Background: an optimization exercise with open tools, aiming at small area, a short achievable clock period and few clock cycles per item. Do not read the settings as production practice. RTL that was checked went through simulation tests only; none was proved equivalent to the original. No functional check of the RTL was part of runs 1, 2 and 5. Power is estimated from default activity; no workload was simulated.

## design/flow/config.mk

```make
export PLATFORM = sky130hd
export DESIGN_NAME = top
export DESIGN_NICKNAME = top
export VERILOG_FILES = /design/flow/design.v
export SDC_FILE = /design/flow/constraint.sdc
export NUM_CORES = 4
export LEC_CHECK = 0
export CAP_MARGIN = 20
export CORE_MARGIN = 2
export CORE_UTILIZATION = 40
export SETUP_SLACK_MARGIN = 3.5
export SLEW_MARGIN = 20
```

## design/flow/constraint.sdc

```tcl
create_clock -name core_clock -period 6.0 [get_ports {clk}]
set_input_delay 1.2000 -clock core_clock [delete_from_list [all_inputs] [get_ports {clk}]]
set_output_delay 1.2000 -clock core_clock [all_outputs]
set_load 0.01 [all_outputs]
```

## design/flow/design.v

```verilog
module top(
    input clk,
    input rst_n,
    input start,
    input Clr,
    output [191:0] C,
    output done,
    output [31:0] mem_address,
    output mem_read,
    input [63:0] mem_readdata,
    input mem_readdatavalid,
    input mem_waitrequest
);
    logic       run;        
    logic       rd_q;       
    logic [3:0] addr;       
    logic       have_b;     
    logic       done_q;
    logic       l_full;     
    logic       r_busy;     
    logic [1:0] r_cnt;      
    logic [2:0] rotcnt;     
    logic       a_v, a_last;   
    wire accept = rd_q & ~mem_waitrequest;
    wire row_v  = mem_readdatavalid & have_b;
    wire b_v    = mem_readdatavalid & ~have_b;
    wire r_end  = r_busy & (r_cnt == 2'd3);
    wire r_take_l  = r_end & l_full;
    wire r_take_rd = row_v & (~r_busy | (r_end & ~l_full));
    wire l_load    = row_v & ~r_take_rd;
    wire rot    = a_v & a_last;
    logic [3:0] addr_n;
    logic       l_full_n;
    always_comb begin
        addr_n = accept ? addr + 4'd1 : addr;
        l_full_n = l_load | (l_full & ~r_take_l);
    end
    always_ff @(posedge clk, negedge rst_n) begin
        if (!rst_n) begin
            run <= 1'b0;
            rd_q <= 1'b0;
            addr <= 4'd0;
            have_b <= 1'b0;
            done_q <= 1'b1;
            l_full <= 1'b0;
            r_busy <= 1'b0;
            r_cnt <= 2'd0;
            rotcnt <= 3'd0;
            a_v <= 1'b0;
            a_last <= 1'b0;
        end else begin
            if (start) begin
                run <= 1'b1;
                rd_q <= 1'b1;
                addr <= 4'd0;
                have_b <= 1'b0;
                done_q <= 1'b0;
                rotcnt <= 3'd0;
            end else begin
                addr <= addr_n;
                rd_q <= run & (addr_n != 4'd9) & ~l_full_n;
                if (b_v) have_b <= 1'b1;
                if (rot) begin
                    rotcnt <= rotcnt + 3'd1;
                    if (rotcnt == 3'd7) begin
                        done_q <= 1'b1;
                        run <= 1'b0;
                    end
                end
            end
            l_full <= l_full_n;
            if (r_take_rd | r_take_l) begin
                r_busy <= 1'b1;
                r_cnt <= 2'd0;
            end else if (r_busy) begin
                r_cnt <= r_cnt + 2'd1;
                if (r_cnt == 2'd3) r_busy <= 1'b0;
            end
            a_v <= r_busy;
            a_last <= r_end;
        end
    end
    assign mem_read = rd_q;
    assign mem_address = {28'd0, addr};
    assign done = done_q;
    logic [63:0] L, R, bv;
    logic [9:0]  t3a, t3b;      
    logic [16:0] ps, pc;        
    always_ff @(posedge clk) begin
        if (l_load) L <= mem_readdata;
        if (r_take_rd) R <= mem_readdata;
        else if (r_take_l) R <= L;
        else R <= {16'd0, R[63:16]};
        if (b_v) bv <= mem_readdata;
        else if (r_busy) bv <= {bv[15:0], bv[63:16]};
    end
    wire [15:0] b_next = r_busy ? bv[31:16] : bv[15:0];
    always_ff @(posedge clk) begin
        t3a <= {2'b00, b_next[7:0]} + {1'b0, b_next[7:0], 1'b0};
        t3b <= {2'b00, b_next[15:8]} + {1'b0, b_next[15:8], 1'b0};
    end
    function automatic [9:0] pick(input [1:0] d, input [7:0] bb, input [9:0] bb3);
        case (d)
            2'd0: pick = 10'd0;
            2'd1: pick = {2'b00, bb};
            2'd2: pick = {1'b0, bb, 1'b0};
            default: pick = bb3;
        endcase
    endfunction
    wire [16:0] r0 = {7'd0, pick(R[1:0],   bv[7:0],  t3a)};
    wire [16:0] r1 = {5'd0, pick(R[3:2],   bv[7:0],  t3a), 2'd0};
    wire [16:0] r2 = {3'd0, pick(R[5:4],   bv[7:0],  t3a), 4'd0};
    wire [16:0] r3 = {1'd0, pick(R[7:6],   bv[7:0],  t3a), 6'd0};
    wire [16:0] r4 = {7'd0, pick(R[9:8],   bv[15:8], t3b)};
    wire [16:0] r5 = {5'd0, pick(R[11:10], bv[15:8], t3b), 2'd0};
    wire [16:0] r6 = {3'd0, pick(R[13:12], bv[15:8], t3b), 4'd0};
    wire [16:0] r7 = {1'd0, pick(R[15:14], bv[15:8], t3b), 6'd0};
    function automatic [33:0] csa(input [16:0] x, input [16:0] y, input [16:0] z);
        csa = {x ^ y ^ z, (x[15:0] & y[15:0]) | (x[15:0] & z[15:0]) | (y[15:0] & z[15:0]), 1'b0};
    endfunction
    wire [16:0] s1, c1, s2, c2, s3, c3, s4, c4, s5, c5, s6, c6;
    assign {s1, c1} = csa(r0, r1, r2);
    assign {s2, c2} = csa(r4, r5, r6);
    assign {s3, c3} = csa(s1, c1, s2);
    assign {s4, c4} = csa(c2, r3, r7);
    assign {s5, c5} = csa(s3, c3, s4);
    assign {s6, c6} = csa(s5, c5, c4);
    always_ff @(posedge clk) begin
        ps <= s6;
        pc <= c6;
    end
    logic [7:0][23:0] acc;
    wire clr = Clr | ~rst_n;
    wire [23:0] hd  = acc[0];
    wire [23:0] xs = hd ^ {7'd0, ps} ^ {7'd0, pc};
    wire [23:0] yc = {(hd[22:0] & {6'd0, ps}) | (hd[22:0] & {6'd0, pc}) | ({6'd0, ps} & {6'd0, pc}), 1'b0};
    wire [23:0] sum = xs + yc;
    always_ff @(posedge clk) begin
        if (clr) begin
            for (int i = 0; i < 8; i++) acc[i] <= 24'd0;
        end else if (rot) begin
            for (int i = 0; i < 7; i++) acc[i] <= acc[i+1];
            acc[7] <= sum;
        end else if (a_v) begin
            acc[0] <= sum;
        end
    end
    assign C = acc;
endmodule
```

## design/flow/run.sh

```bash
#!/bin/bash
# synth_recipe.tcl (not shown) runs the flow's synth.tcl, then flattens the netlist and writes it again
# the make line also repeats each setting of config.mk as NAME=value (left out here)
make -C /OpenROAD-flow-scripts/flow DESIGN_CONFIG=/design/flow/config.mk WORK_HOME=/design/flow/orfs CLKGATE_MAP_FILE= SYNTH_SCRIPT=/design/flow/synth_recipe.tcl finish
```

==> reports/results.tsv, run 1 <==
stage	metric	value	unit
status	status	complete, no violations	
placed_design	place.gp.congestion	0.922	
worst_setup_path	worstReg2RegStart	bv[5]	
clock_tree	cts_tree	done	
finish	final_nets	2530	
route	firstDrtPassIters	6	
timing	fin_skew	0.0282	ns
finish	layout_commonest_cell	nand2_1	
yosys	seq_area_frac_synth	0.498	
timing	finalSetupViolCount	0	
grt	met2_usage	0.364	
grt	grt_overflow	0	
timing	fmax	316	MHz
route	drc_errors	0	
route	via_per_inst	5.24	
grt	grt_pass1_wl	89.6	mm
placed_design	placedCellCount	2839	
timing	fin_crit_sh	0.527	
grt	grt-busiest-layer	met2	
yosys	synth-edff-count	128	
timing	holdWs	0.454	ns
worst_setup_path	setup.worst_path.end_class	flop	
yosys	syn_area	20900	um^2
finish	antenna_cells	0	
clock_tree	clock_sinks	452	
yosys	ys_types	61	
route	wl_per_cell	19.9	um
timing	relSlewSlack	0.446	
timing	tns	0	ns
clock_tree	clock_latency	0.60	ns
worst_setup_path	rrSetupSlack	2.84	ns
timing	rsz0062_at_grt	true	
yosys	syn_avg_cell_area	10.3	um^2
placed_design	io_buffers	267	
worst_setup_path	required	6.53	ns
power_and_ir_drop	vdd_ir_drop_max	0.000277	V
die	rows	83	
grt	antenna_found_initial	0	
finish	final_cell_mix	nand2_1, dfxtp_1, a21oi_1	
power_and_ir_drop	power.density	494	nW/um^2
worst_hold_path	hold_class	reg -> reg	
route	ant_nets	0	
finish	fill_cells	4591	
worst_setup_path	worstSetupPathType	reg -> reg	
finish	drive_gt1_frac	0.272	
grt	first_global_vias	15478	
die	die_x	233	um
power_and_ir_drop	total_power	0.0136	W
yosys	ys_async_sr_fraction	0.0376	
clock_tree	clk_pin_slew	0.06	ns
route	dr_total_vias	15981	
yosys	synth_seq_cells	452	
run	drv_cap	0	
route	dr.first_iter.drc_count	1296	
die	ioPinCount	296	
placed_design	place_hpwl	41.0	mm
finish	areaGrowthSynthToFinish	31.7	%
worst_hold_path	holdCritStartpoint	L[62]	
die	fp.dieH	233	um
die	dieArea	54100	um^2
yosys	yosysWarningCount	1	
timing	post-route-min-period	3.16	ns
grt	grt_max_degree	97	
clock_tree	clock-root-buffer	clkbuf_16	
grt	grt_util_met1	0.266	
die	design.core.area	51500	um^2
clock_tree	clockBufferDepth	3	
timing	tightest_slew	0.830	ns
worst_setup_path	cp-start-kind	flop	
grt	grt_use_met3	0.0297	
worst_setup_path	crit_path_start	bv[5]	
yosys	syn_inst	2020	
timing	hold_viol_final	0	
clock_tree	htree_levels	2	
route	totalWireLength	60.6	mm
yosys	synth_ff_type	dfxtp_1	
grt	grt_usage	0.214	
power_and_ir_drop	p_leak	10.8	nW
die	start_util	0.406	
clock_tree	ctsHoldBuffers	0	
worst_setup_path	path_max_fanout	3	
worst_setup_path	cp.arrival	3.70	ns
clock_tree	numCtsBuffers	48	
finish	instances_no_fill	3047	
timing	slew_viol_final	0	
synth_stat cells (all sizes together) (4+ instances only):
cell type / number / area, um^2
clkbuf: 126 / 473
dfxtp: 307 / 6150
a21o: 22 / 165
ha: 65 / 813
mux2: 133 / 1500
nand3: 9 / 45.0
xor2: 18 / 158
o21a: 4 / 30.0
o21bai: 10 / 86.3
o211ai: 8 / 60.1
xnor2: 15 / 131
nand2: 414 / 1550
nor2: 35 / 131
a41oi: 4 / 35.0
inv: 82 / 308
edfxtp: 128 / 3840
a31oi: 7 / 43.8
nor2b: 27 / 169
nor3b: 5 / 37.5
a22o: 52 / 455
fa: 66 / 1320
dfrtp: 16 / 400
a21oi: 183 / 916
buf: 43 / 275
a211oi: 13 / 103
o21ai: 76 / 380
a22oi: 20 / 150
nor3: 9 / 45.0
and3: 11 / 68.8
mux2i: 73 / 731
worst paths after layout:
check / endpoint / cells past startpoint
hold / removal: R[62] / 1
min in group asynchronous: a_last / 2
setup / recovery: ps[8] / 8
setup reg to reg: ps[8] / 8
hold reg to reg: R[62] / 1
max in group asynchronous: done_q / 2
metrics by stage:
step                setup slack, ns  utilization  instance area, um^2
floorplan                      2.92            -                21500
global placement               2.27        0.471                24300
detailed placement             2.17        0.471                24300
CTS                            2.87        0.522                26900
global route                   2.77        0.535                27500
finish                         2.84        0.535                27500
worst max-delay path, cell delays in order (launching register included):
cell and delay [ns]:
edfxtp_1 0.49, mux2_4 0.32, a22o_1 0.20, fa_1 0.50, inv_1 0.06, fa_1 0.49
fa_1 0.49, inv_1 0.05, fa_2 0.50
report_power, final:
| group | internal (W) | leakage, nW | total, W | switching [W] |
|---|---|---|---|---|
| Sequential | 0.00390 | 3.99 | 0.00445 | 0.000550 |
| Combinational | 0.00300 | 6.01 | 0.00624 | 0.00324 |
| Clock | 0.00168 | 0.751 | 0.00290 | 0.00122 |
| Total | 0.00858 | 10.8 | 0.0136 | 0.00501 |
sequential cells by signal (all words and copies together), names as in the netlist, 2 cells and up:
| signal | count |
|---|---|
| r_cnt | 2 |
| L | 64 |
| t3a | 10 |
| addr | 4 |
| R | 64 |
| t3b | 10 |
| bv | 64 |
| acc | 192 |
| pc | 14 |
| ps | 17 |
| rotcnt | 3 |
timing repair:
item,4_1_cts,5_1_grt
cloned,3,5
gates resized for setup,512,138
setup endpoints to repair,583,329
pin swaps,62,54
buffers inserted,69,43
hold endpoints to repair,0,0
routing by layer:
| layer | share of wire | routed length (um) |
|---|---|---|
| met3 | 0.052 | 3150 |
| met1 | 0.41 | 25000 |
| met2 | 0.49 | 29500 |
| met4 | 0.048 | 2910 |
| met5 | 0 | 0 |
cells by family after synthesis:
logic type,synth area share
DFF,0.498
and+or+nand+nor,0.104
xor gates and xnor gates,0.0138
other,0.000179
adders and majority gates,0.102
AOI/OAI and AO/OA,0.125
buffers and inverters,0.0505
muxes,0.107
final cells by class:
| cell class | count | area, um^2 | area share |
|---|---|---|---|
| clock buffers | 73 | 1380 | 0.0500 |
| clock inverters | 15 | 159 | 0.00577 |
| inverters | 82 | 308 | 0.0112 |
| multi-input cells | 1349 | 10600 | 0.386 |
| flip-flops and latches | 452 | 10600 | 0.385 |
| well taps | 680 | 851 | 0.0309 |
| repair buffers | 396 | 3630 | 0.132 |
==> inputs of run 2 (changes only) <==
--- a/design/flow/design.v
+++ b/design/flow/design.v
@@ -22,3 +22,4 @@
     logic [2:0] rotcnt;     
-    logic       a_v, a_last;   
+    logic       a_v, a_first, a_last;   
+    logic       b_last;     
     wire accept = rd_q & ~mem_waitrequest;
@@ -30,3 +31,3 @@
     wire l_load    = row_v & ~r_take_rd;
-    wire rot    = a_v & a_last;
+    wire rot    = b_last;
     logic [3:0] addr_n;
@@ -49,3 +50,5 @@
             a_v <= 1'b0;
+            a_first <= 1'b0;
             a_last <= 1'b0;
+            b_last <= 1'b0;
         end else begin
@@ -79,3 +82,5 @@
             a_v <= r_busy;
+            a_first <= r_busy & (r_cnt == 2'd0);
             a_last <= r_end;
+            b_last <= a_v & a_last;
         end
@@ -87,3 +92,2 @@
     logic [9:0]  t3a, t3b;      
-    logic [16:0] ps, pc;        
     always_ff @(posedge clk) begin
@@ -117,21 +121,26 @@
     wire [16:0] r7 = {1'd0, pick(R[15:14], bv[15:8], t3b), 6'd0};
-    function automatic [33:0] csa(input [16:0] x, input [16:0] y, input [16:0] z);
-        csa = {x ^ y ^ z, (x[15:0] & y[15:0]) | (x[15:0] & z[15:0]) | (y[15:0] & z[15:0]), 1'b0};
+    function automatic [37:0] csa(input [18:0] x, input [18:0] y, input [18:0] z);
+        csa = {x ^ y ^ z, (x[17:0] & y[17:0]) | (x[17:0] & z[17:0]) | (y[17:0] & z[17:0]), 1'b0};
     endfunction
-    wire [16:0] s1, c1, s2, c2, s3, c3, s4, c4, s5, c5, s6, c6;
-    assign {s1, c1} = csa(r0, r1, r2);
-    assign {s2, c2} = csa(r4, r5, r6);
-    assign {s3, c3} = csa(s1, c1, s2);
-    assign {s4, c4} = csa(c2, r3, r7);
+    logic [18:0] q0, q1, q2, q3;
+    wire  [18:0] s1, c1, s2, c2;
+    assign {s1, c1} = csa({2'd0, r0}, {2'd0, r1}, {2'd0, r2});
+    assign {s2, c2} = csa({2'd0, r4}, {2'd0, r5}, {2'd0, r6});
+    always_ff @(posedge clk) begin
+        {q0, q1} <= csa(s1, c1, {2'd0, r3});
+        {q2, q3} <= csa(s2, c2, {2'd0, r7});
+    end
+    logic [18:0] rs_s, rs_c;
+    wire  [18:0] u_s = a_first ? 19'd0 : rs_s;
+    wire  [18:0] u_c = a_first ? 19'd0 : rs_c;
+    wire  [18:0] s3, c3, s4, c4, s5, c5;
+    assign {s3, c3} = csa(q0, q1, q2);
+    assign {s4, c4} = csa(q3, u_s, u_c);
     assign {s5, c5} = csa(s3, c3, s4);
-    assign {s6, c6} = csa(s5, c5, c4);
-    always_ff @(posedge clk) begin
-        ps <= s6;
-        pc <= c6;
-    end
+    always_ff @(posedge clk) {rs_s, rs_c} <= csa(s5, c5, c4);
     logic [7:0][23:0] acc;
     wire clr = Clr | ~rst_n;
-    wire [23:0] hd  = acc[0];
-    wire [23:0] xs = hd ^ {7'd0, ps} ^ {7'd0, pc};
-    wire [23:0] yc = {(hd[22:0] & {6'd0, ps}) | (hd[22:0] & {6'd0, pc}) | ({6'd0, ps} & {6'd0, pc}), 1'b0};
+    wire [23:0] hd = acc[0];
+    wire [23:0] xs = hd ^ {5'd0, rs_s} ^ {5'd0, rs_c};
+    wire [23:0] yc = {(hd[22:0] & {4'd0, rs_s}) | (hd[22:0] & {4'd0, rs_c}) | ({4'd0, rs_s} & {4'd0, rs_c}), 1'b0};
     wire [23:0] sum = xs + yc;
@@ -143,4 +152,2 @@
             acc[7] <= sum;
-        end else if (a_v) begin
-            acc[0] <= sum;
         end
==> design/flow/flow/run.sh (new file) <==
#!/bin/bash
# The standard layout (the standard.sh), with sky130_fd_sc_hd__buf_1 as
# the buffer that buffer_ports puts on every input and output port.
set -o pipefail
export BUFFER_PORTS_ARGS="-buffer_cell sky130_fd_sc_hd__buf_1"
bash standard.sh 2>&1 | tee standard.log
==> design/flow/standard.sh (new file) <==
#!/bin/bash
# synth_recipe.tcl (not shown) runs the flow's synth.tcl, then flattens the netlist and writes it again
# the make line also repeats each setting of config.mk as NAME=value (left out here)
make -C /OpenROAD-flow-scripts/flow DESIGN_CONFIG=/design/flow/config.mk WORK_HOME=/design/flow/orfs CLKGATE_MAP_FILE= SYNTH_SCRIPT=/design/flow/synth_recipe.tcl "${@:-finish}"
removed: design/flow/run.sh
==> reports/results.tsv, run 2 <==
stage	metric	value	unit	change
timing	fin_crit_sh	0.451		-0.0762
timing	slew_viol_final	0		unchanged
worst_setup_path	reg2reg_depth	8		unchanged
worst_hold_path	holdPathEnd	a_v		
timing	hold_viol_final	0		unchanged
worst_hold_path	whs_path_depth	0		-1
finish	layout_commonest_cell	dfxtp_1		
route	totalWireLength	54.7	mm	-9.7%
worst_setup_path	setup.worst_path.end_class	flop		
worst_setup_path	worstReg2RegStart	acc[11]		
placed_design	place_hpwl	37.0	mm	-9.8%
finish	final_cell_mix	dfxtp_1, buf_1, mux2i_1		
worst_setup_path	cp-start-kind	flop		
worst_setup_path	reg2reg_to	acc[188]		
worst_setup_path	cp_top_family	compound AO/OA/AOI/OAI gates		
worst_setup_path	cp.arrival	3.26	ns	-0.44 ns
clock_tree	htree_levels	2		unchanged
finish	areaGrowthSynthToFinish	18.7	%	
clock_tree	clock_sinks	513		+13%
die	die_x	244	um	+5.0%
clock_tree	clockBufferDepth	3		unchanged
route	drc_errors	0		unchanged
route	ant_nets	0		unchanged
clock_tree	clock-root-buffer	clkbuf_16		
run	drv_cap	0		unchanged
worst_setup_path	slowest_stage	fa_1		
timing	tightest_slew	1.01	ns	+0.183 ns
clock_tree	clock_latency	0.61	ns	about the same
timing	relSlewSlack	0.324		-0.121
die	rows	88		+6.0%
power_and_ir_drop	vdd_ir_drop_max	0.000268	V	-3.3%
clock_tree	numCtsBuffers	54		+13%
worst_hold_path	hold_class	reg -> reg		
yosys	seq_area_frac_synth	0.504		+0.00607
grt	grt_pass1_wl	83.4	mm	-6.9%
worst_setup_path	worstSetupPathType	reg -> reg		
yosys	ys_async_sr_fraction	0.0370		-0.000574
finish	antenna_cells	0		unchanged
grt	antenna_found_initial	0		unchanged
route	dr_total_vias	15071		-5.7%
yosys	yosysWarningCount	1		unchanged
yosys	syn_inst	1947		-3.6%
power_and_ir_drop	p_leak	10.2	nW	-5.0%
timing	holdWs	0.448	ns	-0.00613 ns
timing	fmax	370	MHz	+17%
route	dr.first_iter.drc_count	900		-31%
finish	regMostFlops	acc		
worst_setup_path	critPathMaxStageDelay	0.50	ns	about the same
finish	drive_gt1_frac	0.174		-0.0986
placed_design	place.gp.congestion	0.841		-8.7%
worst_setup_path	required	6.56	ns	+0.03 ns
timing	rsz0062_at_grt	true		
grt	grt_usage	0.174		-0.0404
route	firstDrtPassIters	5		-1
timing	post-route-min-period	2.71	ns	-0.457 ns
grt	grt_max_degree	134		+38%
timing	tns	0	ns	unchanged
yosys	yosysTopAreaCell	dfxtp_1		
die	ioPinCount	296		unchanged
timing	finalSetupViolCount	0		unchanged
die	fp.dieH	244	um	+5.0%
placed_design	io_buffers	267		unchanged
grt	first_global_vias	14607		-5.6%
worst_setup_path	rrSetupSlack	3.29	ns	+0.46 ns
worst_hold_path	holdCritStartpoint	r_busy		
status	status	complete, no violations		
yosys	synth_seq_cells	513		+13%
timing	fin_skew	0.0286	ns	+0.000385 ns
die	dieArea	59700	um^2	+10%
yosys	synth_most_common_cell	dfxtp_1		
yosys	synth_ff_type	dfxtp_1		
die	start_util	0.403		-0.00326
route	via_per_inst	5.00		-4.6%
yosys	synth-edff-count	128		unchanged
worst_setup_path	path_max_fanout	5		+2
die	design.core.area	57400	um^2	+11%
clock_tree	cts_tree	done		
route	wl_per_cell	18.2	um	-8.7%
finish	largest_register_ff_count	192		unchanged
yosys	syn_area	23100	um^2	+10%
yosys	ys_types	64		+4.9%
power_and_ir_drop	power.density	487	nW/um^2	-1.4%
clock_tree	clk_pin_slew	0.06	ns	about the same
yosys	synth_common_cells	dfxtp_1, mux2i_1, nor2_1		
yosys	syn_avg_cell_area	11.9	um^2	+15%
worst_setup_path	worst-path-buf-inv	0		-2
finish	final_nets	2447		-3.3%
worst_setup_path	crit_chain	fa_1, ha_4, and4_4, nand2_2, a31o_4, a2111o_1, a2111oi_2, a311o_2		
yosys	netlist.area_leader.share	0.317		+0.0233
grt	grt_overflow	0		unchanged
yosys	synth_area_leaders	dfxtp_1, edfxtp_1, mux2i_1		
-- run 2: cell types whose count changed after synthesis, sizes merged, moves of 24 or more --
| cell | before | now |
|---|---|---|
| dfxtp | 307 | 366 |
| inv | 82 | 58 |
| nand2 | 414 | 76 |
| clkbuf | 126 | 84 |
| a21oi | 183 | 27 |
| buf | 43 | 69 |
| nor2 | 35 | 202 |
| mux2i | 73 | 243 |
| nor2b | 27 | 58 |
| fa | 66 | 98 |
-- run 2: what timing repair did --
item                                    CTS  global route
cloned                                    4             4
gates resized for setup                  53            38
endpoints found under the setup margin  261            62
buffers inserted                         16            25
pin swaps                                32            21
hold buffers                              0             0
-- run 2: final cells by class --
class                      count  area (um^2)
tap                          765          957
timing repair buffer         322         1520
fill                        5243        30000
inverter                      58          218
clock inverter                26          279
clock buffer                  73         1520
multi-input combinational   1256        11200
sequential                   513        11700
-- run 2: worst max-delay path by stage --
stage	start	end	slack, ns	cells past startpoint
2_1_floorplan	mem_readdatavalid	L[0]	3.35	2
3_3_place_gp	rst_n	acc[186]	2.58	6
4_1_cts	acc[2]	acc[191]	3.24	8
3_5_place_dp	rst_n	acc[184]	2.51	6
5_1_grt	rs_s[2]	acc[191]	3.25	8
6_report	acc[11]	acc[188]	3.29	8
-- run 2: kinds of logic after synthesis --
group,Yosys count,share of synthesized area
compound gates,240,0.0721
xor+xnor,24,0.00910
fa+ha+maj,172,0.125
buf+inv,211,0.0392
flops,513,0.504
mux,377,0.171
other cells,1,0.000162
simple gates,409,0.0795
-- run 2: layer usage --
metal / track usage / up-vias / wire (um)
met5: 0 / - / 0
met4: 0.0450 / 0 / 1100
met3: 0.0267 / 73 / 2540
met2: 0.274 / 381 / 25400
met1: 0.250 / 7349 / 25700
li1: - / 7268 / -
-- run 2: metrics by stage --
step	total power (W)	cell area (um^2)	setup WS, ns	utilization	cells
6_report	0.0133	27400	3.29	0.478	3013
5_1_grt	0.0143	27400	3.25	0.478	3013
4_1_cts	0.0131	27000	3.24	0.470	2984
3_5_place_dp	0.00953	24800	2.51	0.433	2865
3_3_place_gp	0.00941	24800	2.58	0.433	2865
2_1_floorplan	0.00844	23500	3.35	-	1974
-- run 2: power by group --
| group | switching (W) | internal, W | leakage (nW) |
|---|---|---|---|
| logic | 0.00252 | 0.00242 | 4.89 |
| clock network | 0.00140 | 0.00196 | 0.878 |
| registers | 0.000615 | 0.00442 | 4.46 |
| total | 0.00454 | 0.00880 | 10.2 |
==> inputs of run 3 (changes only) <==
--- a/design/flow/design.v
+++ b/design/flow/design.v
@@ -63,3 +63,4 @@
                 addr <= addr_n;
-                rd_q <= run & (addr_n != 4'd9) & ~l_full_n;
+                rd_q <= run & (addr_n != 4'd9)
+                      & (~l_full_n | (r_busy & (r_cnt == 2'd2) & ~r_take_rd));
                 if (b_v) have_b <= 1'b1;
@@ -121,17 +122,19 @@
     wire [16:0] r7 = {1'd0, pick(R[15:14], bv[15:8], t3b), 6'd0};
-    function automatic [37:0] csa(input [18:0] x, input [18:0] y, input [18:0] z);
-        csa = {x ^ y ^ z, (x[17:0] & y[17:0]) | (x[17:0] & z[17:0]) | (y[17:0] & z[17:0]), 1'b0};
+    function automatic [47:0] csa(input [23:0] x, input [23:0] y, input [23:0] z);
+        csa = {x ^ y ^ z, (x[22:0] & y[22:0]) | (x[22:0] & z[22:0]) | (y[22:0] & z[22:0]), 1'b0};
     endfunction
-    logic [18:0] q0, q1, q2, q3;
-    wire  [18:0] s1, c1, s2, c2;
-    assign {s1, c1} = csa({2'd0, r0}, {2'd0, r1}, {2'd0, r2});
-    assign {s2, c2} = csa({2'd0, r4}, {2'd0, r5}, {2'd0, r6});
+    logic [23:0] q0, q1, q2, q3;
+    wire  [23:0] s1, c1, s2, c2;
+    assign {s1, c1} = csa({7'd0, r0}, {7'd0, r1}, {7'd0, r2});
+    assign {s2, c2} = csa({7'd0, r4}, {7'd0, r5}, {7'd0, r6});
     always_ff @(posedge clk) begin
-        {q0, q1} <= csa(s1, c1, {2'd0, r3});
-        {q2, q3} <= csa(s2, c2, {2'd0, r7});
+        {q0, q1} <= csa(s1, c1, {7'd0, r3});
+        {q2, q3} <= csa(s2, c2, {7'd0, r7});
     end
-    logic [18:0] rs_s, rs_c;
-    wire  [18:0] u_s = a_first ? 19'd0 : rs_s;
-    wire  [18:0] u_c = a_first ? 19'd0 : rs_c;
-    wire  [18:0] s3, c3, s4, c4, s5, c5;
+    logic [7:0][23:0] acc;
+    logic [23:0] rs_s, rs_c;
+    wire  [23:0] init = rot ? acc[1] : acc[0];
+    wire  [23:0] u_s = a_first ? init : rs_s;
+    wire  [23:0] u_c = a_first ? 24'd0 : rs_c;
+    wire  [23:0] s3, c3, s4, c4, s5, c5;
     assign {s3, c3} = csa(q0, q1, q2);
@@ -140,8 +143,4 @@
     always_ff @(posedge clk) {rs_s, rs_c} <= csa(s5, c5, c4);
-    logic [7:0][23:0] acc;
     wire clr = Clr | ~rst_n;
-    wire [23:0] hd = acc[0];
-    wire [23:0] xs = hd ^ {5'd0, rs_s} ^ {5'd0, rs_c};
-    wire [23:0] yc = {(hd[22:0] & {4'd0, rs_s}) | (hd[22:0] & {4'd0, rs_c}) | ({4'd0, rs_s} & {4'd0, rs_c}), 1'b0};
-    wire [23:0] sum = xs + yc;
+    wire [23:0] sum = rs_s + rs_c;
     always_ff @(posedge clk) begin
==> reports/results.tsv, run 3 <==
stage	metric	value	unit	change
power_and_ir_drop	pwr-share-comb	0.373		+0.003
timing	fmax	379	MHz	+2.5%
clock_tree	clock_sinks	523		+1.9%
run	drv_cap	0		unchanged
finish	drive_gt1_frac	0.157		-0.0169
route	drc_errors	0		unchanged
power_and_ir_drop	switching_power	0.00472	W	+4.0%
yosys	synth_top_family_by_area	multiplexers		
yosys	synth_seq_cells	523		+1.9%
yosys	syn_avg_cell_area	11.6	um^2	-1.9%
route	dr_total_vias	15418		+2.3%
yosys	synth_adder_area_share	0.114		-0.0108
worst_setup_path	crit_top_cell	fa_2		
route	firstDrtPassIters	4		-1
clock_tree	numCtsBuffers	56		+3.7%
finish	regMostFlops	acc		
timing	finalSetupViolCount	0		unchanged
grt	first_global_vias	15404		+5.5%
grt	grt_usage	0.177		+0.00350
power_and_ir_drop	p_sw_frac	0.344		+0.00405
die	start_util	0.406		+0.00339
power_and_ir_drop	seqPwrFrac	0.375		-0.003
clock_tree	clockBufferDepth	3		unchanged
placed_design	io_buffers	267		unchanged
die	design.core.area	57900	um^2	+0.96%
yosys	syn_inst	2021		+3.8%
yosys	yosysWarningCount	1		unchanged
yosys	synth_common_cells	dfxtp_1, mux2i_1, nor2_1		
power_and_ir_drop	pwr-share-clk	0.252		about the same
yosys	synth_xor_area_frac	0.0112		+0.00207
route	dr.first_iter.drc_count	808		-10%
timing	fin_crit_sh	0.440		-0.0110
power_and_ir_drop	power.density	496	nW/um^2	+1.8%
yosys	synth.area.mux_share	0.170		-0.000372
worst_setup_path	crit_chain	buf_12, mux2i_4, nand2_1, o21ai_2, fa_1, inv_1, fa_2, fa_2		
status	status	complete, no violations		
die	ioPinCount	296		unchanged
die	dieArea	60700	um^2	+1.8%
finish	areaGrowthSynthToFinish	17.6	%	
die	rows	88		unchanged
yosys	synth_most_common_cell	dfxtp_1		
timing	hold_viol_final	0		unchanged
timing	post-route-min-period	2.64	ns	-0.0661 ns
yosys	ys_types	63		-1.6%
timing	tns	0	ns	unchanged
placed_design	placedCellCount	2933		+2.4%
worst_setup_path	slowest_stage	fa_2		
finish	largest_register_ff_count	192		unchanged
timing	relSlewSlack	0.314		-0.0105
timing	fin_skew	0.0463	ns	+0.0176 ns
yosys	seq_area_frac_synth	0.504		about the same
power_and_ir_drop	intPower	0.00899	W	+2.2%
route	wl_per_cell	17.8	um	-2.0%
power_and_ir_drop	vdd_ir_drop_max	0.000259	V	-3.4%
route	ant_nets	0		unchanged
route	totalWireLength	54.8	mm	+0.14%
worst_setup_path	required	6.50	ns	-0.06 ns
yosys	syn_area	23500	um^2	+1.8%
yosys	post_synth_and_or_nand_nor_area_fraction	0.0820		+0.00253
worst_setup_path	cp-start-kind	flop		
yosys	synth_compound_area_frac	0.0742		+0.00207
clock_tree	clk_pin_slew	0.06	ns	about the same
yosys	yosysTopAreaCell	dfxtp_1		
yosys	synth_ff_type	dfxtp_1		
finish	final_cell_mix	dfxtp_1, buf_1, mux2i_1		
finish	layout_commonest_cell	dfxtp_1		
die	die_x	246	um	+0.89%
grt	grt_overflow	0		unchanged
worst_setup_path	cp.arrival	3.14	ns	-0.12 ns
worst_setup_path	setup.worst_path.end_class	flop		
placed_design	place.gp.congestion	0.850		+1.0%
clock_tree	clock_latency	0.62	ns	about the same
timing	rsz0062_at_grt	true		
grt	grt_max_degree	115		-14%
clock_tree	cts_tree	done		
placed_design	place_hpwl	37.8	mm	+2.2%
route	via_per_inst	5.01		+0.14%
finish	final_nets	2500		+2.2%
clock_tree	htree_levels	2		unchanged
worst_setup_path	critPathMaxStageDelay	0.53	ns	+0.03 ns
timing	tightest_slew	1.03	ns	+0.0158 ns
worst_hold_path	hold_class	reg -> reg		
finish	instances_no_fill	3078		+2.2%
worst_setup_path	worst-path-buf-inv	2		+2
timing	slew_viol_final	0		unchanged
power_and_ir_drop	p_leak	10.3	nW	+0.92%
die	fp.dieH	246	um	+0.89%
clock_tree	ctsHoldBuffers	0		unchanged
grt	grt_pass1_wl	86.1	mm	+3.3%
yosys	netlist.area_leader.share	0.320		+0.00288
yosys	synth_area_leaders	dfxtp_1, edfxtp_1, mux2i_1		
yosys	ys_async_sr_fraction	0.0363		-0.000708
worst_setup_path	worstSetupPathType	reg -> reg		
grt	antenna_found_initial	4		+4
clock_tree	clock-root-buffer	clkbuf_16		
yosys	synth-edff-count	128		unchanged
worst_setup_path	path_max_fanout	7		+2
worst_setup_path	cp_top_family	adder cells		
run 3: power groups by stage:
stage	clock network [W]	registers, W	logic (W)
3_3_place_gp	0	0.00526	0.00453
3_5_place_dp	0	0.00528	0.00465
6_report	0.00345	0.00514	0.00512
2_1_floorplan	0	0.00482	0.00394
5_1_grt	0.00369	0.00523	0.00584
4_1_cts	0.00355	0.00516	0.00501
run 3: layout make-up:
cell class | count | area (um^2)
repair buffers | 310 | 1530
well taps | 765 | 957
multi-input cells | 1298 | 11200
clock buffers | 79 | 1580
fillers | 5322 | 30300
diodes | 1 | 2.50
flip-flops and latches | 523 | 11900
clock inverters | 27 | 288
inverters | 75 | 282
run 3: path summary, 6_finish.rpt:
| check | from | end | slack [ns] | cells past startpoint |
|---|---|---|---|---|
| max in group asynchronous | rst_n | b_last | 5.09 | 1 |
| min | L[58] | R[58] | 0.46 | 1 |
| min reg2reg | L[58] | R[58] | 0.46 | 1 |
| min in group asynchronous | rst_n | a_last | 0.54 | 1 |
| max | b_last | rs_s[14] | 3.36 | 8 |
| max reg2reg | b_last | rs_s[14] | 3.36 | 8 |
run 3: kinds of logic (layout without fill, tap and decap cells):
group,after synthesis,after routing
AOI/OAI and AO/OA,249,249
xor gates and xnor gates,30,30
adders and majority gates,166,166
buffers and inverters,232,491
DFF,523,523
muxes,383,383
other,1,29
and+or+nand+nor,437,442
run 3: metal layers:
| metal | vias up | wire (um) | global-route usage |
|---|---|---|---|
| li1 | 7478 | - | - |
| met5 | - | 39 | 0 |
| met3 | 87 | 3120 | 0.0331 |
| met4 | 6 | 1190 | 0.0489 |
| met1 | 7416 | 25300 | 0.244 |
| met2 | 431 | 25100 | 0.286 |
run 3: through the flow:
stage           util  setup WS [ns]  hold slack, ns  total power [W]  instance area, um^2
3_5_place_dp   0.431           2.21           0.446          0.00994                25000
6_report       0.478           3.36           0.456           0.0137                27700
5_1_grt        0.478           3.29           0.468           0.0148                27700
3_3_place_gp   0.431           2.27           0.440          0.00979                25000
2_1_floorplan      -           3.39           0.349          0.00877                23700
4_1_cts        0.473           3.35           0.459           0.0137                27400
run 3: repair_timing:
| item | CTS | global route |
|---|---|---|
| gates resized for setup | 79 | 37 |
| setup buffers | 17 | 14 |
| gates cloned | 6 | 1 |
| endpoints found under the setup margin | 298 | 79 |
| pin swaps | 13 | 15 |
run 3: worst register-to-register path, cell delays in order (launching register included):
cell and delay, ns:
dfrtp_4 0.50, buf_12 0.17, mux2i_4 0.21, nand2_1 0.10
o21ai_2 0.06, fa_1 0.49, inv_1 0.05, fa_2 0.53
fa_2 0.42
Testbench counts of run 3, summed over its fixed seeds: cycles 11,161, items 192.
==> inputs of run 4 (changes only) <==
--- a/design/flow/config.mk
+++ b/design/flow/config.mk
@@ -10,2 +10,4 @@
 export CORE_UTILIZATION = 40
+export CTS_CLUSTER_DIAMETER = 100
+export CTS_CLUSTER_SIZE = 30
 export SETUP_SLACK_MARGIN = 3.5
==> reports/results.tsv, run 4 <==
stage	metric	value	unit	change
timing	slew_viol_final	0		unchanged
finish	final_nets	2478		-0.88%
status	status	complete, no violations		
timing	finalSetupViolCount	0		unchanged
finish	areaGrowthSynthToFinish	13.2	%	
yosys	syn_area	23500	um^2	unchanged
die	rows	88		unchanged
worst_hold_path	hold_class	reg -> reg		
finish	layout_commonest_cell	dfxtp_1		
route	wl_per_cell	17.9	um	+0.30%
finish	fill_cells	5412		+1.7%
yosys	synth_common_cells	dfxtp_1, mux2i_1, nor2_1		
worst_setup_path	cp.arrival	3.17	ns	+0.03 ns
yosys	seq_area_frac_synth	0.504		unchanged
yosys	synth_ff_type	dfxtp_1		
yosys	syn_avg_cell_area	11.6	um^2	unchanged
timing	tightest_slew	1.00	ns	-0.0269 ns
placed_design	io_buffers	267		unchanged
worst_setup_path	worstSetupPathType	reg -> reg		
clock_tree	numCtsBuffers	23		-59%
finish	final_cell_mix	dfxtp_1, buf_1, mux2i_1		
yosys	netlist.area_leader.share	0.320		unchanged
clock_tree	clock_sinks	523		unchanged
placed_design	place.gp.congestion	0.850		unchanged
timing	hold_viol_final	0		unchanged
worst_setup_path	path_max_fanout	7		unchanged
finish	largest_register_ff_count	192		unchanged
yosys	yosysTopAreaCell	dfxtp_1		
yosys	synth-edff-count	128		unchanged
power_and_ir_drop	vdd_ir_drop_max	0.000285	V	+9.9%
worst_setup_path	cp-start-kind	flop		
finish	multi_input_comb_area	11200	um^2	about the same
grt	antenna_found_initial	4		unchanged
die	design.core.area	57900	um^2	unchanged
die	start_util	0.406		unchanged
route	totalWireLength	54.0	mm	-1.5%
worst_setup_path	setup.worst_path.end_class	flop		
finish	drive_gt1_frac	0.141		-0.0156
yosys	yosysWarningCount	1		unchanged
yosys	synth_area_leaders	dfxtp_1, edfxtp_1, mux2i_1		
timing	fin_skew	0.0199	ns	-0.0264 ns
placed_design	place_hpwl	37.8	mm	unchanged
route	ant_nets	0		unchanged
die	ioPinCount	296		unchanged
timing	holdWs	0.460	ns	+0.00367 ns
die	fp.dieH	246	um	unchanged
run	drv_cap	0		unchanged
finish	regMostFlops	acc		
grt	first_global_vias	15031		-2.4%
yosys	ys_async_sr_fraction	0.0363		unchanged
yosys	ys_types	63		unchanged
route	firstDrtPassIters	5		+1
worst_setup_path	required	6.47	ns	-0.03 ns
die	dieArea	60700	um^2	unchanged
grt	grt_max_degree	115		unchanged
yosys	synth_most_common_cell	dfxtp_1		
timing	tns	0	ns	unchanged
finish	ff_latch_area	11900	um^2	unchanged
clock_tree	clock-root-buffer	clkbuf_16		
power_and_ir_drop	p_leak	9.78	nW	-5.2%
route	dr.first_iter.drc_count	830		+2.7%
timing	rsz0062_at_grt	true		
timing	relSlewSlack	0.332		+0.0180
clock_tree	ctsHoldBuffers	0		unchanged
clock_tree	htree_levels	1		-1
clock_tree	clock_latency	0.58	ns	-0.04 ns
timing	fmax	370	MHz	-2.2%
grt	grt_pass1_wl	84.7	mm	-1.7%
yosys	synth_seq_cells	523		unchanged
route	via_per_inst	5.02		+0.24%
timing	post-route-min-period	2.70	ns	+0.0599 ns
timing	fin_crit_sh	0.450		+0.00998
die	die_x	246	um	unchanged
clock_tree	cts_tree	done		
route	dr_total_vias	15174		-1.6%
yosys	syn_inst	2021		unchanged
grt	grt_overflow	0		unchanged
clock_tree	clockBufferDepth	3		unchanged
grt	grt_usage	0.173		-0.00444
clock_tree	clk_pin_slew	0.11	ns	+0.05 ns
power_and_ir_drop	power.density	459	nW/um^2	-7.4%
route	drc_errors	0		unchanged
==> run 4: where the power goes <==
part	switching (W)	internal, W
combinational	0.00269	0.00249
clock	0.00115	0.000759
sequential	0.000609	0.00451
==> run 4: area by class of cell <==
type | instances | share of cell area
Timing Repair Buffer | 321 | 0.0615
Tap cell | 765 | 0.0360
Antenna cell | 1 | 0.0000940
Clock buffer | 30 | 0.0230
Inverter | 75 | 0.0106
Clock inverter | 9 | 0.00353
Multi-Input combinational cell | 1298 | 0.420
Sequential cell | 523 | 0.445
==> run 4: routing by layer <==
| metal | vias up | part of all wire | global-route usage |
|---|---|---|---|
| met5 | - | 0.00072 | 0 |
| met4 | 6 | 0.019 | 0.0347 |
| met3 | 61 | 0.052 | 0.0267 |
| met2 | 359 | 0.46 | 0.282 |
| met1 | 7349 | 0.47 | 0.244 |
| li1 | 7399 | - | - |
==> run 4: kinds of logic (layout without fill, tap and decap cells) <==
logic type / Yosys count / in the layout / synth area share
buf+inv: 232 / 435 / 0.0442
other cells: 1 / 29 / 0.000159
compound gates: 249 / 249 / 0.0742
xor+xnor: 30 / 30 / 0.0112
simple gates: 437 / 442 / 0.0820
fa+ha+maj: 166 / 166 / 0.114
mux: 383 / 383 / 0.170
flops: 523 / 523 / 0.504
==> run 4: path summary, 6_finish.rpt <==
check                       start  cells after the start  slack [ns]       to
max                        b_last                     12        3.30  rs_s[3]
min                         L[56]                      1        0.46    R[56]
max reg2reg                b_last                     12        3.30  rs_s[3]
min reg2reg                 L[56]                      1        0.46    R[56]
max in group asynchronous   rst_n                      1        5.08   b_last
min in group asynchronous   rst_n                      1        0.57   have_b
==> run 4: worst max-delay path: stages, from the launching register on <==
cell and delay [ns]:
dfrtp_4 0.52, buf_12 0.17, buf_4 0.14, buf_12 0.14, buf_4 0.13, buf_8 0.11
mux2i_4 0.19, a21oi_2 0.08, ha_1 0.29, inv_2 0.04, fa_2 0.32, inv_2 0.07
fa_2 0.40
==> run 4: metrics by stage <==
step | power [W] | cell area [um^2] | utilization | instances | setup slack (ns)
after global placement | 0.00979 | 25000 | 0.431 | 2933 | 2.27
final | 0.0122 | 26600 | 0.460 | 3022 | 3.30
after global routing | 0.0132 | 26600 | 0.459 | 3021 | 3.20
after detailed placement | 0.00994 | 25000 | 0.431 | 2933 | 2.21
after CTS | 0.0121 | 26200 | 0.453 | 2992 | 3.28
after floorplan | 0.00877 | 23700 | - | 2048 | 3.39
==> run 4: timing repair <==
item,CTS,global route
hold endpoints to repair,0,0
pin swaps,8,14
cloned,6,1
gates resized for setup,77,41
buffers inserted,14,28
endpoints found under the setup margin,289,129
==> inputs of run 5 (changes only) <==
--- a/design/flow/design.v
+++ b/design/flow/design.v
@@ -24,2 +24,3 @@
     logic       b_last;     
+    logic       u_acc0, u_acc1, u_rs;   
     wire accept = rd_q & ~mem_waitrequest;
@@ -53,2 +54,5 @@
             b_last <= 1'b0;
+            u_acc0 <= 1'b0;
+            u_acc1 <= 1'b0;
+            u_rs <= 1'b1;
         end else begin
@@ -86,2 +90,5 @@
             b_last <= a_v & a_last;
+            u_acc0 <= (r_busy & (r_cnt == 2'd0)) & ~(a_v & a_last);
+            u_acc1 <= (r_busy & (r_cnt == 2'd0)) & (a_v & a_last);
+            u_rs <= ~(r_busy & (r_cnt == 2'd0));
         end
@@ -135,8 +142,7 @@
     logic [23:0] rs_s, rs_c;
-    wire  [23:0] init = rot ? acc[1] : acc[0];
-    wire  [23:0] u_s = a_first ? init : rs_s;
-    wire  [23:0] u_c = a_first ? 24'd0 : rs_c;
+    wire  [23:0] u_s = ({24{u_acc0}} & acc[0]) | ({24{u_acc1}} & acc[1]) | ({24{u_rs}} & rs_s);
+    wire  [23:0] u_c = {24{u_rs}} & rs_c;
     wire  [23:0] s3, c3, s4, c4, s5, c5;
     assign {s3, c3} = csa(q0, q1, q2);
-    assign {s4, c4} = csa(q3, u_s, u_c);
+    assign {s4, c4} = csa(q3, u_c, u_s);
     assign {s5, c5} = csa(s3, c3, s4);
--- a/design/flow/config.mk
+++ b/design/flow/config.mk
@@ -10,4 +10,2 @@
 export CORE_UTILIZATION = 40
-export CTS_CLUSTER_DIAMETER = 100
-export CTS_CLUSTER_SIZE = 30
 export SETUP_SLACK_MARGIN = 3.5
==> reports/results.tsv, run 5 <==
stage	metric	value	unit	change
clock_tree	clk_pin_slew	0.06	ns	-0.05 ns
route	totalWireLength	55.6	mm	+3.1%
grt	grt_usage	0.179		+0.00570
route	via_per_inst	5.01		-0.17%
die	start_util	0.405		-0.000980
finish	largest_register_ff_count	192		unchanged
power_and_ir_drop	seqPwrFrac	0.384		-0.036
worst_setup_path	crit_chain	buf_12, a222oi_1, fa_1, inv_2, fa_1, fa_2		
clock_tree	clock-root-buffer	clkbuf_16		
die	rows	88		unchanged
yosys	netlist.area_leader.share	0.322		+0.00139
finish	drive_gt1_frac	0.146		+0.00509
yosys	yosysTopAreaCell	dfxtp_1		
yosys	synth_most_common_cell	dfxtp_1		
clock_tree	clock_latency	0.61	ns	+0.03 ns
clock_tree	htree_levels	2		+1
yosys	synth_seq_cells	525		+0.38%
finish	antenna_cells	0		-1
power_and_ir_drop	total_power	0.0134	W	+9.8%
power_and_ir_drop	pwr-share-clk	0.265		+0.108
finish	multi_input_comb_area	10800	um^2	-3.6%
finish	regMostFlops	acc		
power_and_ir_drop	power.density	492	nW/um^2	+7.2%
grt	grt_max_degree	65		-43%
timing	setup_ws	3.36	ns	+0.0628 ns
clock_tree	cts_tree	done		
placed_design	dpl_worst_slack	2.84	ns	+0.635 ns
finish	final_nets	2470		-0.32%
worst_setup_path	setup.worst_path.end_class	flop		
finish	final_cell_mix	dfxtp_1, buf_1, mux2i_1		
clock_tree	clockBufferDepth	3		unchanged
power_and_ir_drop	p_sw_frac	0.338		-0.0260
power_and_ir_drop	switching_power	0.00453	W	+1.9%
yosys	yosysWarningCount	1		unchanged
yosys	syn_avg_cell_area	11.7	um^2	+0.77%
worst_setup_path	required	6.54	ns	+0.07 ns
die	design.core.area	57800	um^2	-0.19%
power_and_ir_drop	pwr-share-comb	0.351		-0.073
grt	first_global_vias	15286		+1.7%
status	status	complete, no violations		
power_and_ir_drop	intPower	0.00887	W	+14%
power_and_ir_drop	p_leak	10.4	nW	+5.8%
timing	tns	0	ns	unchanged
timing	finalSetupViolCount	0		unchanged
yosys	synth_ff_type	dfxtp_1		
yosys	syn_inst	1997		-1.2%
worst_setup_path	reg2reg_depth	6		-6
finish	instances_no_fill	3045		+0.76%
clock_tree	clock_sinks	525		+0.38%
clock_tree	ctsHoldBuffers	0		unchanged
yosys	synth_common_cells	dfxtp_1, mux2i_1, nor2_1		
grt	grt_pass1_wl	85.8	mm	+1.3%
timing	slew_viol_final	0		unchanged
placed_design	place_hpwl	38.8	mm	+2.5%
finish	fill_cells	5277		-2.5%
die	dieArea	60500	um^2	-0.43%
yosys	synth-edff-count	128		unchanged
yosys	ys_types	67		+6.3%
route	wl_per_cell	18.3	um	+2.3%
worst_setup_path	cp-start-kind	flop		
yosys	seq_area_frac_synth	0.508		+0.00437
die	fp.dieH	246	um	-0.21%
worst_setup_path	cp.arrival	3.18	ns	about the same
clock_tree	numCtsBuffers	57		+150%
placed_design	io_buffers	267		unchanged
timing	fmax	379	MHz	+2.4%
worst_setup_path	slowest_stage	fa_2		
placed_design	place.gp.congestion	0.852		+0.29%
timing	post-route-min-period	2.64	ns	-0.0628 ns
finish	layout_commonest_cell	dfxtp_1		
finish	ff_latch_area	11900	um^2	+0.53%
timing	hold_viol_final	0		unchanged
placed_design	placedCellCount	2915		-0.61%
die	ioPinCount	296		unchanged
finish	areaGrowthSynthToFinish	16.5	%	
worst_setup_path	critPathMaxStageDelay	0.53	ns	about the same
timing	holdWs	0.453	ns	-0.00651 ns
worst_setup_path	worstSetupPathType	reg -> reg		
yosys	ys_async_sr_fraction	0.0400		+0.00367
die	die_x	246	um	-0.21%
worst_setup_path	crit_top_cell	fa_1		
route	dr.first_iter.drc_count	842		+1.4%
grt	antenna_found_initial	0		-4
route	drc_errors	0		unchanged
timing	fin_crit_sh	0.439		-0.0105
timing	fin_skew	0.0278	ns	+0.00789 ns
worst_setup_path	path_max_fanout	13		+6
worst_hold_path	hold_class	reg -> reg		
run	drv_cap	0		unchanged
timing	relSlewSlack	0.332		+0.000683
route	dr_total_vias	15264		+0.59%
power_and_ir_drop	vdd_ir_drop_max	0.000273	V	-4.2%
grt	grt_overflow	0		unchanged
yosys	synth_area_leaders	dfxtp_1, edfxtp_1, mux2i_1		
timing	tightest_slew	1.00	ns	-0.00102 ns
timing	rsz0062_at_grt	true		
route	ant_nets	0		unchanged
yosys	syn_area	23400	um^2	-0.43%
route	firstDrtPassIters	5		unchanged
worst_hold_path	whs_path_depth	1		unchanged
[run 5: cell type report]
type                    instances  area share
inverters                      90      0.0124
repair buffers                302      0.0495
clock buffers                  78      0.0597
well taps                     765      0.0351
clock inverters                27      0.0110
multi-input cells            1258       0.395
flip-flops and latches        525       0.437
[run 5: worst paths after layout]
| kind | start | to | slack, ns |
|---|---|---|---|
| min in group asynchronous | rst_n | u_acc1 | 0.61 |
| max in group asynchronous | rst_n | done_q | 5.08 |
| setup reg to reg | u_rs | rs_s[13] | 3.36 |
| hold / removal | L[52] | R[52] | 0.45 |
| hold reg to reg | L[52] | R[52] | 0.45 |
| setup / recovery | u_rs | rs_s[13] | 3.36 |
[run 5: power groups by stage]
stage	clock, W	combinational (W)	sequential (W)
4_1_cts	0.00364	0.00463	0.00514
6_report	0.00356	0.00470	0.00515
5_1_grt	0.00378	0.00531	0.00523
3_3_place_gp	0	0.00419	0.00527
3_5_place_dp	0	0.00433	0.00529
2_1_floorplan	0	0.00364	0.00479
[run 5: metrics by stage]
step | util | instance area, um^2
final | 0.472 | 27300
after global routing | 0.472 | 27300
after CTS | 0.469 | 27100
after detailed placement | 0.431 | 24900
after global placement | 0.431 | 24900
after floorplan | - | 23600
[run 5: cells by family (layout without fill, tap and decap cells)]
group                      Yosys count  in the layout  share of synthesized area
DFF                                525            525                      0.508
and+or+nand+nor                    408            411                     0.0759
muxes                              376            376                      0.168
AOI/OAI and AO/OA                  250            250                     0.0780
buffers and inverters              244            497                     0.0450
adders and majority gates          166            166                      0.115
xor gates and xnor gates            27             27                     0.0101
other                                1             28                   0.000160
[run 5: metal layers]
metal  track usage  up-vias  part of all wire
li1              -     7411                 -
met1         0.244     7395              0.46
met2         0.291      374              0.46
met3        0.0301       84             0.049
met4        0.0503        0             0.022
met5             0        -                 0
[run 5: worst max-delay path, delay by kind of cell, from the launching register on]
kind | cells | cell delay, ns
adder cells (fa/ha/maj) | 3 | 1.45
buffers and inverters | 2 | 0.22
flip-flops | 1 | 0.48
AO/OA/AOI/OAI | 1 | 0.42
[run 5: what timing repair did]
| action | in CTS | in global routing |
|---|---|---|
| endpoints found under the hold margin | 0 | 0 |
| endpoints found under the setup margin | 66 | 191 |
| resized for setup | 39 | 36 |
| cloned | 1 | 2 |
| pin swaps | 20 | 31 |
| buffers inserted | 16 | 6 |
==> inputs of run 6 (changes only) <==
--- a/design/flow/design.v
+++ b/design/flow/design.v
@@ -45,3 +45,3 @@
             have_b <= 1'b0;
-            done_q <= 1'b1;
+            done_q <= 1'b0;
             l_full <= 1'b0;
@@ -56,3 +56,3 @@
             u_acc1 <= 1'b0;
-            u_rs <= 1'b1;
+            u_rs <= 1'b0;
         end else begin
@@ -67,2 +67,3 @@
                 addr <= addr_n;
+                if (!run) done_q <= 1'b1;
                 rd_q <= run & (addr_n != 4'd9)
@@ -146,5 +147,5 @@
     assign {s3, c3} = csa(q0, q1, q2);
-    assign {s4, c4} = csa(q3, u_c, u_s);
-    assign {s5, c5} = csa(s3, c3, s4);
-    always_ff @(posedge clk) {rs_s, rs_c} <= csa(s5, c5, c4);
+    assign {s4, c4} = csa(s3, c3, q3);
+    assign {s5, c5} = csa(s4, c4, u_c);
+    always_ff @(posedge clk) {rs_s, rs_c} <= csa(s5, c5, u_s);
     wire clr = Clr | ~rst_n;
--- a/design/flow/config.mk
+++ b/design/flow/config.mk
@@ -9,3 +9,5 @@
 export CORE_MARGIN = 2
-export CORE_UTILIZATION = 40
+export CORE_UTILIZATION = 60
+export CTS_CLUSTER_DIAMETER = 100
+export CTS_CLUSTER_SIZE = 30
 export SETUP_SLACK_MARGIN = 3.5
==> reports/results.tsv, run 6 <==
stage	metric	value	unit	change
die	rows	72		-18%
die	design.core.area	38600	um^2	-33%
timing	rsz0062_at_grt	true		
timing	fin_crit_sh	0.425		-0.0143
route	ant_nets	0		unchanged
power_and_ir_drop	seqPwrFrac	0.447		+0.063
finish	layout_commonest_cell	dfxtp_1		
clock_tree	clk_pin_slew	0.12	ns	+0.06 ns
grt	antenna_found_initial	1		+1
finish	drive_gt1_frac	0.107		-0.0394
timing	finalSetupViolCount	0		unchanged
placed_design	placed_cell_area	24700	um^2	-0.85%
placed_design	io_buffers	267		unchanged
yosys	syn_inst	2012		+0.75%
die	fp.dieH	202	um	-18%
yosys	syn_area	23500	um^2	+0.35%
die	ioPinCount	296		unchanged
yosys	yosysTopAreaCell	dfxtp_1		
power_and_ir_drop	power.density	459	nW/um^2	-6.6%
worst_setup_path	path_max_fanout	3		-10
worst_hold_path	holdPathEnd	R[57]		
timing	post-route-min-period	2.55	ns	-0.0857 ns
timing	tns	0	ns	unchanged
finish	ff_latch_area	11900	um^2	+0.10%
yosys	ys_types	64		-4.5%
grt	first_global_vias	15263		-0.15%
timing	hold_viol_final	0		unchanged
power_and_ir_drop	pwr-share-clk	0.148		-0.117
clock_tree	clock_latency	0.57	ns	-0.04 ns
worst_setup_path	slowest_stage	a2111o_1		
clock_tree	htree_levels	1		-1
worst_setup_path	reg2reg_to	acc[191]		
worst_setup_path	crit_chain	ha_1, inv_1, fa_2, nor2b_2, o31a_1, o311ai_4, a2111o_1, a31oi_4, nor4_1, a221o_1		
yosys	synth_seq_cells	526		+0.19%
power_and_ir_drop	pwr-share-comb	0.405		+0.054
worst_setup_path	cp.arrival	3.01	ns	-0.17 ns
power_and_ir_drop	vdd_ir_drop_max	0.000378	V	+38%
power_and_ir_drop	switching_power	0.00431	W	-5.0%
worst_setup_path	setup.worst_path.end_class	flop		
route	firstDrtPassIters	7		+2
timing	tightest_slew	1.24	ns	+0.237 ns
clock_tree	cts_tree	done		
finish	final_nets	2434		-1.5%
finish	final_cell_mix	dfxtp_1, buf_1, mux2i_1		
route	totalWireLength	56.8	mm	+2.1%
finish	areaGrowthSynthToFinish	9.07	%	
yosys	yosysWarningCount	1		unchanged
yosys	seq_area_frac_synth	0.507		-0.00104
yosys	synth-edff-count	128		unchanged
timing	fmax	392	MHz	+3.4%
yosys	synth_area_leaders	dfxtp_1, edfxtp_1, mux2i_1		
power_and_ir_drop	total_power	0.0118	W	-12%
worst_setup_path	required	6.45	ns	-0.09 ns
worst_setup_path	cp-start-kind	flop		
grt	grt_max_degree	158		+140%
finish	postLayoutCellArea	25600	um^2	-6.0%
route	via_per_inst	5.61		+12%
die	start_util	0.608		+0.203
yosys	ys_async_sr_fraction	0.0399		-0.0000760
worst_setup_path	worstSetupPathType	reg -> reg		
yosys	synth_most_common_cell	dfxtp_1		
grt	grt_usage	0.272		+0.0935
clock_tree	numCtsBuffers	21		-63%
route	wl_per_cell	20.8	um	+14%
placed_design	place_hpwl	41.1	mm	+6.1%
worst_setup_path	critPathMaxStageDelay	0.44	ns	-0.09 ns
grt	grt_overflow	0		unchanged
power_and_ir_drop	intPower	0.00746	W	-16%
route	dr.first_iter.drc_count	838		-0.48%
clock_tree	ctsHoldBuffers	0		unchanged
clock_tree	clock-root-buffer	clkbuf_16		
power_and_ir_drop	p_leak	9.74	nW	-5.9%
clock_tree	clock_sinks	526		+0.19%
clock_tree	clockBufferDepth	3		unchanged
worst_setup_path	crit_path_start	rs_s[1]		
yosys	syn_avg_cell_area	11.7	um^2	-0.40%
timing	slew_viol_final	0		unchanged
yosys	netlist.area_leader.share	0.321		about the same
timing	relSlewSlack	0.174		-0.158
grt	grt_pass1_wl	86.8	mm	+1.2%
timing	fin_skew	0.0251	ns	-0.00267 ns
yosys	synth_common_cells	dfxtp_1, mux2i_1, nor2_1		
route	drc_errors	0		unchanged
worst_setup_path	worstReg2RegStart	rs_s[1]		
finish	fill_cells	3117		-41%
status	status	complete, no violations		
worst_hold_path	whs_path_depth	1		unchanged
timing	holdWs	0.455	ns	+0.00142 ns
finish	multi_input_comb_area	10800	um^2	-0.14%
finish	regMostFlops	acc		
finish	largest_register_ff_count	192		unchanged
yosys	synth_ff_type	dfxtp_1		
worst_setup_path	reg2reg_depth	10		+4
worst_setup_path	rrSetupSlack	3.45	ns	+0.09 ns
worst_hold_path	hold_class	reg -> reg		
die	dieArea	40800	um^2	-33%
die	die_x	202	um	-18%
worst_hold_path	holdCritStartpoint	L[57]		
run	drv_cap	0		unchanged
placed_design	place.gp.congestion	0.892		+4.6%
power_and_ir_drop	p_sw_frac	0.366		+0.0278
route	dr_total_vias	15325		+0.40%
## run 6: changes by cell type after synthesis, moves of 5 or more
cell      change
a21o_1        -5
o21ai_0      -31
buf_1         +7
o21ai_1      +44
clkbuf_1     +11
nor3_1        -7
inv_1        +13
ha_1          -6
buf_2        -19
## run 6: kinds of logic (layout without fill, tap and decap cells)
group / count (synthesis) / in the layout / synth area share
multiplexers: 382 / 382 / 0.170
adder cells (fa/ha/maj): 162 / 162 / 0.113
AND/OR/NAND/NOR: 399 / 401 / 0.0745
other: 1 / 29 / 0.000160
flip-flops: 526 / 526 / 0.507
AO/OA/AOI/OAI: 252 / 252 / 0.0765
buffers and inverters: 258 / 430 / 0.0469
XOR/XNOR: 32 / 32 / 0.0119
## run 6: worst max path at each step
stage                to  depth (start not counted)
2_1_floorplan      L[0]                          2
3_3_place_gp       L[4]                          4
3_5_place_dp       L[4]                          4
4_1_cts        acc[191]                         10
5_1_grt        acc[191]                         10
6_report       acc[191]                         10
## run 6: stage by stage
step / util / setup slack (ns) / cells
floorplan: - / 3.38 / 2039
detailed placement: 0.639 / 2.72 / 2679
CTS: 0.658 / 3.32 / 2722
global route: 0.663 / 3.34 / 2732
finish: 0.663 / 3.45 / 2732
global placement: 0.639 / 2.76 / 2679
## run 6: repair_timing
action | in CTS | in global routing
pin swaps | 4 | 13
gates cloned | 2 | 2
resized for setup | 10 | 30
setup buffers | 7 | 7
endpoints found under the setup margin | 46 | 240
hold endpoints to repair | 0 | 0
## run 6: cell type report
cell class / count / share of cell area
clock buffers: 32 / 0.0221
repair buffers: 293 / 0.0509
inverters: 103 / 0.0151
diodes: 1 / 0.0000977
well taps: 518 / 0.0253
multi-input cells: 1257 / 0.420
clock inverters: 2 / 0.000977
flip-flops and latches: 526 / 0.466
## run 6: critical path, delay by kind of cell, from the launching register on
kind	cells	cell delay (ns)
flops	1	0.37
fa+ha+maj	2	0.54
buf+inv	1	0.06
compound gates	5	1.25
simple gates	2	0.21
## run 6: routing by layer
| metal | GRT usage | routed length (um) | vias up |
|---|---|---|---|
| met2 | 0.495 | 29000 | 429 |
| met5 | 0 | 0 | - |
| met1 | 0.337 | 23100 | 7543 |
| met4 | 0.0861 | 1850 | 0 |
| li1 | - | - | 7268 |
| met3 | 0.0321 | 2800 | 85 |
## run 6: power by group through the flow
stage / clock [W] / sequential [W] / combinational [W]
floorplan: 0 / 0.00481 / 0.00381
global placement: 0 / 0.00536 / 0.00432
detailed placement: 0 / 0.00537 / 0.00451
CTS: 0.00179 / 0.00526 / 0.00465
global route: 0.00189 / 0.00534 / 0.00539
finish: 0.00174 / 0.00526 / 0.00477
Testbench counts of run 6, summed over its fixed seeds: cycles 11,161, items 192.
==> inputs of run 7 (changes only) <==
--- a/design/flow/config.mk
+++ b/design/flow/config.mk
@@ -9,6 +9,6 @@
 export CORE_MARGIN = 2
-export CORE_UTILIZATION = 60
+export CORE_UTILIZATION = 40
 export CTS_CLUSTER_DIAMETER = 100
 export CTS_CLUSTER_SIZE = 30
-export SETUP_SLACK_MARGIN = 3.5
+export SETUP_SLACK_MARGIN = 3.3
 export SLEW_MARGIN = 20
==> reports/results.tsv, run 7 <==
stage	metric	value	unit	change
placed_design	place_hpwl	38.1	mm	-7.3%
yosys	synth_ff_type	dfxtp_1		
die	fp.dieH	246	um	+22%
route	dr.first_iter.drc_count	877		+4.7%
worst_setup_path	rrSetupSlack	3.42	ns	-0.03 ns
yosys	yosysTopAreaCell	dfxtp_1		
clock_tree	clock_sinks	526		unchanged
run	drv_cap	0		unchanged
yosys	ys_async_sr_fraction	0.0399		unchanged
route	firstDrtPassIters	5		-2
route	wl_per_cell	18.0	um	-13%
yosys	yosysWarningCount	1		unchanged
route	via_per_inst	5.05		-9.9%
timing	finalSetupViolCount	0		unchanged
worst_setup_path	setup.worst_path.end_class	flop		
finish	instances_no_fill	2982		+9.2%
die	start_util	0.406		-0.202
timing	hold_viol_final	0		unchanged
timing	rsz0062_at_grt	false		
clock_tree	cts_tree	done		
finish	largest_register_ff_count	192		unchanged
finish	antenna_cells	0		-1
worst_setup_path	worstSetupPathType	reg -> reg		
grt	antenna_found_initial	1		unchanged
status	status	complete, no violations		
yosys	synth_common_cells	dfxtp_1, mux2i_1, nor2_1		
power_and_ir_drop	power.density	449	nW/um^2	-2.2%
route	dr_total_vias	15071		-1.7%
die	rows	88		+22%
grt	grt_pass1_wl	82.7	mm	-4.8%
worst_hold_path	hold_class	reg -> reg		
finish	regMostFlops	acc		
die	dieArea	60700	um^2	+49%
placed_design	place.gp.congestion	0.849		-4.8%
finish	ff_latch_area	11900	um^2	about the same
timing	post-route-min-period	2.58	ns	+0.0310 ns
timing	relSlewSlack	0.329		+0.155
timing	fmax	387	MHz	-1.2%
grt	grt_usage	0.168		-0.104
power_and_ir_drop	p_leak	9.75	nW	about the same
timing	slew_viol_final	0		unchanged
yosys	synth-edff-count	128		unchanged
placed_design	io_buffers	267		unchanged
clock_tree	clockBufferDepth	3		unchanged
clock_tree	numCtsBuffers	22		+4.8%
grt	first_global_vias	14693		-3.7%
timing	tightest_slew	1.01	ns	-0.232 ns
clock_tree	clock_latency	0.59	ns	+0.02 ns
finish	multi_input_comb_area	10700	um^2	-0.70%
yosys	synth_seq_cells	526		unchanged
yosys	ys_types	64		unchanged
timing	fin_skew	0.0185	ns	-0.00658 ns
finish	areaGrowthSynthToFinish	10.1	%	
yosys	syn_inst	2012		unchanged
worst_setup_path	required	6.45	ns	about the same
worst_setup_path	cp.arrival	3.04	ns	+0.03 ns
die	design.core.area	57900	um^2	+50%
placed_design	placedCellCount	2928		+9.3%
yosys	synth_most_common_cell	dfxtp_1		
die	ioPinCount	296		unchanged
die	die_x	246	um	+22%
yosys	netlist.area_leader.share	0.321		unchanged
yosys	synth_area_leaders	dfxtp_1, edfxtp_1, mux2i_1		
yosys	syn_avg_cell_area	11.7	um^2	unchanged
route	totalWireLength	53.6	mm	-5.6%
grt	grt_max_degree	107		-32%
worst_setup_path	cp-start-kind	flop		
worst_setup_path	path_max_fanout	11		+8
timing	tns	0	ns	unchanged
route	drc_errors	0		unchanged
yosys	syn_area	23500	um^2	unchanged
[run 7: cell count changes in the layout (fill, tap and decap cells not counted), moves of 3 or more]
| cell | delta |
|---|---|
| mux2_4 | -3 |
| clkbuf_1 | -6 |
| buf_4 | +9 |
| dfxtp_2 | -7 |
| a21oi_2 | -5 |
| mux2_2 | +3 |
| dfxtp_1 | +7 |
| a21oi_1 | +5 |
[run 7: logic make-up (layout without fill, tap and decap cells)]
family | after synthesis | in the layout | synth area share
compound gates | 252 | 252 | 0.0765
xor+xnor | 32 | 32 | 0.0119
fa+ha+maj | 162 | 162 | 0.113
buf+inv | 258 | 434 | 0.0469
flops | 526 | 526 | 0.507
mux | 382 | 382 | 0.170
other cells | 1 | 28 | 0.000160
simple gates | 399 | 401 | 0.0745
[run 7: power by group]
part / switching [W] / internal [W]
registers: 0.000654 / 0.00451
logic: 0.00247 / 0.00215
clock network: 0.00110 / 0.000738
total: 0.00423 / 0.00740
[run 7: metrics by stage]
stage / hold WS [ns] / setup WS (ns) / instance area [um^2] / util / power, W
2_1_floorplan: 0.353 / 3.33 / 23600 / - / 0.00860
6_report: 0.449 / 3.42 / 25900 / 0.447 / 0.0116
4_1_cts: 0.460 / 3.31 / 25700 / 0.444 / 0.0117
3_5_place_dp: 0.441 / 2.42 / 25000 / 0.431 / 0.00980
3_3_place_gp: 0.439 / 2.52 / 25000 / 0.431 / 0.00965
5_1_grt: 0.476 / 3.29 / 25900 / 0.447 / 0.0126
[run 7: final cells by class]
class,count,share of cell area
clock inverters,6,0.00203
repair buffers,296,0.0483
well taps,765,0.0370
flip-flops and latches,526,0.461
multi-input cells,1257,0.413
inverters,103,0.0149
clock buffers,29,0.0235
[run 7: repair_timing]
item / 4_1_cts / 5_1_grt
endpoints found under the setup margin: 113 / 158
gates cloned: 0 / 2
setup buffers: 3 / 14
pin swaps: 2 / 3
hold buffers: 0 / 0
gates resized for setup: 5 / 12
[run 7: path summary, 6_finish.rpt]
path	from	end	cells after the start
hold reg to reg	L[63]	R[63]	1
setup / recovery	R[12]	q2[8]	4
min in group asynchronous	rst_n	have_b	2
hold / removal	L[63]	R[63]	1
setup reg to reg	R[12]	q2[8]	4
max in group asynchronous	rst_n	b_last	2
[run 7: worst max-delay path: stages, from the launching register on]
cell,delay (ns)
dfxtp_1,0.67
nor2b_1,0.60
a22o_1,0.31
fa_1,0.42
fa_1,0.46
[run 7: layer usage]
layer | global-route usage | wire length, um | part of all wire | up-vias
met3 | 0.0205 | 2550 | 0.048 | 57
li1 | - | - | - | 7276
met4 | 0.0326 | 842 | 0.016 | 0
met5 | 0 | 0 | 0 | -
met2 | 0.278 | 24900 | 0.46 | 416
met1 | 0.238 | 25300 | 0.47 | 7322

Re-timed with assumed drivers on the ports (clkbuf_16 on the clock, buf_2 on other inputs), run 7 has 3.418 ns of setup slack against 3.418 ns with ideal ports, and 2.915 ns once port delays also move by the mid clock arrival of 0.631 ns.
